Background: an optimization exercise with open tools, aiming at small area. Do not read the settings as production practice.
RTL that was checked went through simulation tests only; none was proved equivalent to the original.

==> job 9963: inputs <==
==> flow/design.v (excerpt) <==
module sequencer(
    input  logic CLK100MHZ,
    input  logic rst,
    input  logic BTNU, BTND, BTNL, BTNR, BTNC, CPU_RESETN,
    input  logic SW15,SW14,SW13,SW12,SW11,SW10,SW9,SW8,SW7,SW6,SW5,SW4,SW3,SW2,SW1,SW0,
    output logic [15:0] LED,
    output logic LED16_R,
    output logic LED17_R, LED17_G, LED17_B,
    output logic [7:0] AN,
    output logic DP,CG,CF,CE,CD,CC,CB,CA,
    output logic AUD_PWM,
    output logic AUD_SD
);
export LEC_CHECK = 0
export ABC_AREA = 1
export CAP_MARGIN = 20
export CORE_AREA = 10 10 190 190
export CTS_BUF_LIST = sky130_fd_sc_hd__clkbuf_8
export CTS_CLUSTER_DIAMETER = 60
export CTS_CLUSTER_SIZE = 15
export DIE_AREA = 0 0 200 200
export SLEW_MARGIN = 20
create_clock -name core_clock -period 10.0 [get_ports {CLK100MHZ}]
standard.sh (not shown) runs the stock make flow with config.mk's settings and CLKGATE_MAP_FILE= SYNTH_SCRIPT=/design/flow/synth_recipe.tcl, a recipe that flattens the netlist after the stock synthesis.
==> flow/flow/run.sh <==
#!/bin/bash
# Own layout flow: the standard flow (standard.sh: the standard synthesis script and ORFS's
# make targets) with three changes:
# - ABC maps the combinational logic for area (resyn2 twice, &deepsyn, &dch -f, &nf) instead of ORFS's
#   area script (dch; map -B 0.9; buffer).  It runs after the flip-flops are mapped, so the registers,
#   their names and cells are the standard synthesis's.
# - the port buffers are sky130_fd_sc_hd__buf_1 (buffer_ports would pick a larger cell);
# - clock tree synthesis uses the standard arguments, clkbuf_8 buffers, clusters of at most
#   15 sinks, and no dummy loads.
# Every tool's output goes to the ORFS logs under orfs/logs and to make_finish.log here.
set -euo pipefail
work=$(pwd)
rm -rf "$work/scripts_local"
cp -r "$FLOW_HOME/scripts" "$work/scripts_local"
cat > "$work/scripts_local/abc_area.script" <<'ABC'
strash
balance; rewrite; refactor; balance; rewrite; rewrite -z; balance; refactor -z; rewrite -z; balance
balance; rewrite; refactor; balance; rewrite; rewrite -z; balance; refactor -z; rewrite -z; balance
&get -n
&deepsyn -T 30
&dch -f
&nf -R 1000
&put
topo
ABC
bash standard.sh \
  "SCRIPTS_DIR=$work/scripts_local" \
  "BUFFER_PORTS_ARGS=-buffer_cell sky130_fd_sc_hd__buf_1" \
  "CTS_ARGS=-sink_clustering_enable -repair_clock_nets -dont_use_dummy_load -sink_clustering_size 8 -sink_clustering_max_diameter 40 -buf_list sky130_fd_sc_hd__clkbuf_4" \
  finish > make_finish.log 2>&1
==> job 3742: changes against job 9963 <==
==> flow/flow/run.sh (replaced) <==
#!/bin/bash
# Own layout flow: the standard flow (standard.sh: the standard synthesis script and ORFS's
# make targets) with three changes:
# - ABC maps the combinational logic for area (resyn2 twice, &deepsyn, &dch -f, &nf) instead of ORFS's
#   area script (dch; map -B 0.9; buffer).  It runs after the flip-flops are mapped, so the registers,
#   their names and cells are the standard synthesis's.
# - the port buffers are sky130_fd_sc_hd__buf_1 (buffer_ports would pick a larger cell);
# - clock tree synthesis uses the standard arguments, clkbuf_4 buffers, clusters of at most
#   8 sinks, and no dummy loads.
# Every tool's output goes to the ORFS logs under orfs/logs and to make_finish.log here.
set -euo pipefail
work=$(pwd)
rm -rf "$work/scripts_local"
cp -r "$FLOW_HOME/scripts" "$work/scripts_local"
cat > "$work/scripts_local/abc_area.script" <<'ABC'
strash
balance; rewrite; refactor; balance; rewrite; rewrite -z; balance; refactor -z; rewrite -z; balance
balance; rewrite; refactor; balance; rewrite; rewrite -z; balance; refactor -z; rewrite -z; balance
&get -n
&deepsyn -T 30
&dch -f
&nf -R 1000
&put
topo
stime -c
upsize -c
dnsize -c
ABC
bash standard.sh \
  "SCRIPTS_DIR=$work/scripts_local" \
  "BUFFER_PORTS_ARGS=-buffer_cell sky130_fd_sc_hd__buf_1" \
  "CTS_ARGS=-sink_clustering_enable -repair_clock_nets -dont_use_dummy_load -sink_clustering_size 8 -sink_clustering_max_diameter 40 -buf_list sky130_fd_sc_hd__clkbuf_4" \
  finish > make_finish.log 2>&1
==> flow/config.mk (replaced) <==
export PLATFORM = sky130hd
export DESIGN_NAME = sequencer
export DESIGN_NICKNAME = sequencer
export VERILOG_FILES = /design/flow/design.v
export SDC_FILE = /design/flow/constraint.sdc
export NUM_CORES = 4
export LEC_CHECK = 0
export ABC_AREA = 1
export CAP_MARGIN = 20
export CORE_AREA = 8 8 157 157
export DIE_AREA = 0 0 165 165
export SLEW_MARGIN = 20
==> job 7851: changes against job 9963 <==
--- a/flow/design.v
+++ b/flow/design.v
@@ -377,15 +377,14 @@
 ha_chain #(4) u_astep(.a(audioStepState), .ci(tempoTick & playing), .s(audioStepInc), .co());
 always_ff @(posedge CLK100MHZ)
   if (rst) audioStepState <= 4'd0;
   else     audioStepState <= audioStepInc;
 logic [3:0] menuStepState;
 logic [2:0] menuHorizontalState;
 logic [1:0] menuVerticalState;
-logic [15:0] sigArr;      
 wire inValue = (menuVerticalState == SETTING_VALUE);
 logic [4:0] curNote;      
 wire noteWr = inValue && (menuHorizontalState == NOTE) && (LEFT ^ RIGHT);
 wire [4:0] noteT = curNote ^ {5{~RIGHT}};
 wire [4:0] noteU;
 ha_chain #(5) u_note(.a(noteT), .ci(1'b1), .s(noteU), .co());
 wire [4:0] noteNew = noteU ^ {5{~RIGHT}};
@@ -434,36 +433,63 @@
       end
       default: begin
         if (UP) menuVerticalState <= SETTING_NAME;
       end
     endcase
   end
 end
-genvar gs;
-generate
-  for (gs = 0; gs < 16; gs = gs + 1) begin : g_step
-    always_ff @(posedge CLK100MHZ)
-      if (rst) sigArr[gs] <= gs[0];
-      else if (sigTgl && (4'd15 - menuStepState) == gs) sigArr[gs] <= ~sigArr[gs];
-  end
-endgenerate
 logic [4:0] ring [0:15];
+logic [15:0] sring;       
 logic curNoteValid;
 logic ringClr;
 logic [4:0] audNote;
 wire [3:0] ringStep = refresh[3:0];
 wire hitM = (ringStep == menuStepState);
 wire hitA = (ringStep == audioStepState);
 wire [4:0] ringOut = ringClr ? 5'd3 : ring[0];
 wire ownM = hitM & curNoteValid;
 wire [4:0] ringIn = ownM ? (noteWr ? noteNew : curNote) : ringOut;
 wire stepMove = inStep & (LEFT | RIGHT);
 always_ff @(posedge CLK100MHZ) begin
   for (int k = 0; k < 15; k = k + 1) ring[k] <= ring[k+1];
   ring[15] <= ringIn;
+  sring <= {sIn, sring[15:1]};
+end
+logic sigW, sigWValid, sigM, sigA, sigN, hitAq;
+wire [3:0] stepW = ~menuStepState;                  
+wire hitW = (ringStep == stepW);
+wire sOut = ringClr ? ringStep[0] : sring[0];       
+wire ownW = hitW & sigWValid;
+wire sigWNext = sigW ^ sigTgl;
+wire sIn = ownW ? sigWNext : sOut;
+wire [3:0] audioStepP1;
+ha_chain #(4) u_astep1(.a(audioStepState), .ci(1'b1), .s(audioStepP1), .co());
+wire tglA = sigTgl & (stepW == audioStepState);
+wire tglN = sigTgl & (stepW == audioStepP1);
+wire stepAdvance = tempoTick & playing;
+always_ff @(posedge CLK100MHZ) begin
+  hitAq <= hitA;           
+  if (rst) begin
+    sigW      <= 1'b1;     
+    sigWValid <= 1'b1;
+    sigM      <= 1'b0;     
+    sigA      <= 1'b0;     
+    sigN      <= 1'b1;     
+  end
+  else begin
+    if (sigTgl) sigW <= sigWNext;
+    else if (hitW & ~sigWValid) sigW <= sOut;
+    if (stepMove) sigWValid <= 1'b0;
+    else if (hitW) sigWValid <= 1'b1;
+    if (hitM) sigM <= sOut;
+    if (stepAdvance) sigA <= sigN ^ tglN;
+    else sigA <= sigA ^ tglA;
+    if (hitAq) sigN <= sIn;
+    else sigN <= sigN ^ tglN;
+  end
 end
 always_ff @(posedge CLK100MHZ) begin
   if (rst) begin
     ringClr      <= 1'b1;
     curNote      <= 5'd3;
     curNoteValid <= 1'b1;
     audNote      <= 5'd3;
@@ -496,15 +522,15 @@
         dispLo <= 5'd0;
       end
       default: begin
         if (menuHorizontalState == NOTE) begin
           if (curNote < 5'd12) dispLo <= curNote + 5'd1;
         end
         else if (menuHorizontalState == SIGNAL)
-          dispLo <= sigArr[menuStepState] ? 5'd14 : 5'd13;
+          dispLo <= sigM ? 5'd14 : 5'd13;
       end
     endcase
   end
 end
 logic [2:0] sel;
 logic [7:0] seg;
 assign sel = refresh[7:5];
@@ -572,15 +598,15 @@
     phaseLo <= phaseLoSum;
     phaseCy <= {phaseCy[2:0], phaseLoCo};
     phaseHi <= phaseHiSum;
   end
 end
 logic [2:0] sigDly, enDly;
 always_ff @(posedge CLK100MHZ) begin
-  sigDly <= {sigDly[1:0], sigArr[audioStepState]};
+  sigDly <= {sigDly[1:0], sigA};
   enDly  <= {enDly[1] , enDly[0] & ~reset, soundOn & playing};
 end
 function automatic logic [14:0] qsin(input logic [5:0] j);
   case (j)
     6'd0: qsin = 15'd0;
     6'd1: qsin = 15'd706;
     6'd2: qsin = 15'd1413;
--- a/flow/flow/run.sh
+++ b/flow/flow/run.sh
@@ -1,27 +1,26 @@
 #!/bin/bash
 # Own layout flow: the standard flow (standard.sh: the standard synthesis script and ORFS's
 # make targets) with three changes:
 # - ABC maps the combinational logic for area (resyn2 twice, &deepsyn, &dch -f, &nf) instead of ORFS's
 #   area script (dch; map -B 0.9; buffer).  It runs after the flip-flops are mapped, so the registers,
 #   their names and cells are the standard synthesis's.
 # - the port buffers are sky130_fd_sc_hd__buf_1 (buffer_ports would pick a larger cell);
-# - clock tree synthesis uses the standard arguments, clkbuf_8 buffers, clusters of at most
-#   15 sinks, and no dummy loads.
+# - clock tree synthesis uses the standard arguments, clkbuf_4 buffers, clusters of at most
+#   8 sinks, and no dummy loads.
 # Every tool's output goes to the ORFS logs under orfs/logs and to make_finish.log here.
 set -euo pipefail
 work=$(pwd)
 rm -rf "$work/scripts_local"
 cp -r "$FLOW_HOME/scripts" "$work/scripts_local"
 cat > "$work/scripts_local/abc_area.script" <<'ABC'
 strash
 balance; rewrite; refactor; balance; rewrite; rewrite -z; balance; refactor -z; rewrite -z; balance
 balance; rewrite; refactor; balance; rewrite; rewrite -z; balance; refactor -z; rewrite -z; balance
 &get -n
-&deepsyn -T 30
 &dch -f
 &nf -R 1000
 &put
 topo
 ABC
 bash standard.sh \
   "SCRIPTS_DIR=$work/scripts_local" \
==> flow/config.mk (replaced) <==
export PLATFORM = sky130hd
export DESIGN_NAME = sequencer
export DESIGN_NICKNAME = sequencer
export VERILOG_FILES = /design/flow/design.v
export SDC_FILE = /design/flow/constraint.sdc
export NUM_CORES = 4
export LEC_CHECK = 0
export ABC_AREA = 1
export CAP_MARGIN = 20
export CORE_AREA = 8 8 157 157
export DIE_AREA = 0 0 165 165
export SLEW_MARGIN = 20
==> impl_metrics.yaml <==
power_and_ir_drop:
  power_density_nw_per_um2: 136
  sequentialPower_mw: 1.20
  p_leak_nw: 4.88
finish:
  num-clock-buffers: 43
outcome:
  outcome: "no timing/DRC/antenna violations"
routing:
  routed-wl-met2_um: 11500
floorplan:
  taps: 280
(the above is from job 7851)
==> impl_metrics.yaml <==
power_and_ir_drop:
  sequentialPower_mw: 1.12
  power_density_nw_per_um2: 134
  p_leak_nw: 4.74
outcome:
  outcome: "no timing/DRC/antenna violations"
routing:
  routed-wl-met2_um: 14200
floorplan:
  taps: 435
(the above is from job 9963)
==> impl_metrics.yaml <==
power_and_ir_drop:
  power_density_nw_per_um2: 133
  p_leak_nw: 4.74
outcome:
  outcome: "no timing/DRC/antenna violations"
floorplan:
  taps: 280
finish:
  num-clock-buffers: 42
routing:
  routed-wl-met2_um: 13300
(the above is from job 3742)
For job 7851, only the layout was checked, not whether the RTL still works.

[static timing again, ports no longer ideal]
No port has a modelled driver above. Below, the same layouts with a new extraction and two added sets of constraints. Step 1 (the two cells are an assumption about what drives the block):
set clk [get_ports {CLK100MHZ}]
set_driving_cell -lib_cell sky130_fd_sc_hd__clkbuf_16 $clk
set_driving_cell -lib_cell sky130_fd_sc_hd__buf_2 [delete_from_list [all_inputs] $clk]
Step 2 times the ports against the registers' clock, not the clock port: input delays grow and output delays shrink by t, the midpoint of the rising clock arrivals with the driver on. a / b / c = ideal ports / drivers / drivers and shift; a / b = the first two.
run | shift t [ns] | setup WS [ns] | worst setup path after step 2 | latest minus earliest clock arrival (ns)
job 9963 | 0.686 | 0.596 / 0.596 / 0.596 | register to register | 0.101 / 0.101
job 3742 | 0.654 | 0.590 / 0.590 / 0.590 | register to register | 0.075 / 0.075
job 7851 | 0.619 | 0.612 / 0.612 / 0.612 | register to register | 0.106 / 0.106
After both steps setup and hold are still met in every run listed.
